Source: an optimization exercise on an open RTL-to-GDS flow (aim: a short achievable clock period and few clock cycles). Production flows keep margins and buffers that such runs may drop. Function was checked by simulation only, so behaviour that the tests miss may differ from the original. Power figures rest on the tool's default switching activity, not on a simulated workload.

before:
// mips_singlecycle
module mips_singlecycle (
        input clk, rst,
        output [8:0]  imem_addr,
        input  [31:0] imem_rdata,
        output [8:0]  dmem_addr,
        output [31:0] dmem_wdata,
        output        dmem_we,
        input  [31:0] dmem_rdata,
        input  [4:0]  dbg_sel,
        output [31:0] dbg_data
    );
Size: about 25000 cells after synthesis, ~3700 flip-flops, roughly 150 I/O pins, roughly 260000 um2 of cells after synthesis.
make LEC_CHECK=0 ABC_CLOCK_PERIOD_IN_PS=1000 CAP_MARGIN=30 CORE_MARGIN=2 CORE_UTILIZATION=35 SETUP_SLACK_MARGIN=4.5 SLEW_MARGIN=20 SYNTH_HIERARCHICAL=1 SYNTH_MINIMUM_KEEP_SIZE=0 finish   # period 10.5 ns
run.sh (not shown) runs the stock make flow with config.mk's settings and CLKGATE_MAP_FILE= SYNTH_SCRIPT=/design/flow/synth_recipe.tcl, a recipe that flattens the netlist after the stock synthesis.
Testbench counts of before, summed over its fixed seeds: cycles 98,907.
Here is what was changed in the inputs of after compared with before.
diff --git a/flow/design.v b/flow/design.v
--- a/flow/design.v
+++ b/flow/design.v
@@ -57,15 +57,15 @@
         output [31:0] dmem_wdata,
         output        dmem_we,
         input  [31:0] dmem_rdata,
         input  [4:0]  dbg_sel,
         output [31:0] dbg_data
     );
-    localparam NF = 32;          
-    localparam NB = 5;           
-    localparam PFD = 9'd24;      
+    localparam NF = 64;          
+    localparam NB = 6;           
+    localparam PFD = 9'd48;      
     reg  [8:0]  pc;
     reg  [8:0]  pf;              
     reg         tm_r;            
     reg         dok_r;           
     wire [8:0]  pfm1 = pf - 9'd1;
     reg  [31:0] rf [1:31];
@@ -162,25 +162,20 @@
             sb_a <= s_addr;
             sb_d <= s_data;
         end
     end
     wire [31:0] a_res = a_ld ? ld_data : alu(a_x, a_y, a_sel, a_sub);
     wire [31:0] b_res = b_ld ? ld_data : alu(b_x, b_y, b_sel, b_sub);
-    reg  [31:1] rv;
     integer i;
-    always @(posedge clk) begin
-        for (i = 1; i < 32; i = i + 1)
-            if (b_wen && b_rd == i) rf[i] <= b_res;
-            else if (a_wen && a_rd == i) rf[i] <= a_res;
-    end
     always @(posedge clk or posedge rst) begin
         if (rst) begin
-            rv <= 31'b0;
+            for (i = 1; i < 32; i = i + 1) rf[i] <= 32'b0;
         end else begin
             for (i = 1; i < 32; i = i + 1)
-                if ((b_wen && b_rd == i) || (a_wen && a_rd == i)) rv[i] <= 1'b1;
+                if (b_wen && b_rd == i) rf[i] <= b_res;
+                else if (a_wen && a_rd == i) rf[i] <= a_res;
         end
     end
     reg         da_wen, db_wen;
     reg  [4:0]  da_rd, db_rd;
     reg  [31:0] da_res, db_res;
     always @(posedge clk or posedge rst) begin
@@ -196,35 +191,30 @@
         da_rd  <= a_rd;
         db_rd  <= b_rd;
         da_res <= a_res;
         db_res <= b_res;
     end
     reg  [31:0] rfn [1:31];
-    reg  [31:1] dv;              
     integer n;
-    always @(posedge clk) begin
-        for (n = 1; n < 32; n = n + 1)
-            if (db_wen && db_rd == n) rfn[n] <= ~db_res;
-            else if (da_wen && da_rd == n) rfn[n] <= ~da_res;
-    end
     always @(posedge clk or posedge rst) begin
         if (rst) begin
-            dv <= 31'b0;
+            for (n = 1; n < 32; n = n + 1) rfn[n] <= 32'hFFFFFFFF;
         end else begin
             for (n = 1; n < 32; n = n + 1)
-                if ((db_wen && db_rd == n) || (da_wen && da_rd == n)) dv[n] <= 1'b1;
+                if (db_wen && db_rd == n) rfn[n] <= ~db_res;
+                else if (da_wen && da_rd == n) rfn[n] <= ~da_res;
         end
     end
     function [31:0] fwd(input [4:0] r, input [31:0] v);
         fwd = (b_wen && b_rd == r) ? b_res : (a_wen && a_rd == r) ? a_res : v;
     endfunction
     wire [1023:0] rflat;
     assign rflat[31:0] = 32'b0;
     genvar gj;
     generate for (gj = 1; gj < 32; gj = gj + 1) begin : rfl
-        assign rflat[32*gj+31:32*gj] = rf[gj] & {32{rv[gj]}};
+        assign rflat[32*gj+31:32*gj] = rf[gj];
     end endgenerate
     wire [31:0] ka    = bm ? 32'b0 : b_x;         
     wire [31:0] kb    = bm ? 32'b0 : b_y;
     wire        ra_b  = b_wen && b_rd == bra;
     wire        ra_a  = !ra_b && a_wen && a_rd == bra;
     wire        rb_b  = b_wen && b_rd == brb;
@@ -535,12 +525,12 @@
     generate for (gb = 0; gb < 8; gb = gb + 1) begin : dbg
         wire [127:0] d;
         for (gr = 0; gr < 128; gr = gr + 1) begin : r
             if (gr % 32 == 0) begin : z
                 assign d[gr] = 1'b1;
             end else begin : v
-                assign d[gr] = rfn[gr % 32][4*gb + gr / 32] | !dv[gr % 32];
+                assign d[gr] = rfn[gr % 32][4*gb + gr / 32];
             end
         end
         rd_quadn m (dbg_sel, d, dbg_data[4*gb+3:4*gb]);
     end endgenerate
 endmodule
[summary]
- Having completed the whole flow, before delivered a layout that passed the timing, design-rule and antenna checks.
- The final layout from after, which completed every stage, passed the timing, design-rule and antenna checks at the end of the flow.
- On total power: between before and after, it ends up higher for after.
- after ends up with a first-iteration DRC count that is 24% higher than in before.
- Max final RePlAce weighted congestion across before and after: before
- Relative to before, the wire length of after is higher by 41%.
- Horizontal die dimension was higher in after than in before.
- Summary of after over before: critical path data arrival time grew by 0.68 ns; combinational group share of total power went up; core utilization climbed 0.91 points.
- Higher largest clock skew in the final design was reported by before, not after.
- Number of cells produced by synthesis (lower): before
- after vs. before: height of the chip grew by 98 um, met2 layer usage reported by global route grew by 6.4 points.
- On synthesized-area fraction occupied by adder cells: after sits below before.
Testbench counts of after, summed over its fixed seeds: cycles 94,134.

[re-timing with driven ports]
Ports are ideal in the flow. The routed layouts listed here were re-timed in OpenROAD.
Step 1 sets driving cells, clkbuf_16 on the clock port and buf_2 on the other inputs (assumed; they add their load-dependent delay and slew).
Step 2 times the ports against the registers' clock, not the clock port: input delays grow and output delays shrink by t, the midpoint of the rising clock arrivals with the driver on.
Slacks: no drivers / after step 1 / after step 2; pairs: no drivers / after step 1.
run	t, ns	setup slack, ns	worst setup path after step 2
before	1.254	4.204 / 4.133 / 3.506	input to register
after	1.280	3.439 / 3.439 / 3.063	input to register
After both steps setup and hold are still met in every run listed. The setup slack of before, which loses most, moves by -0.071 ns with the drivers and by -0.698 ns with both steps.
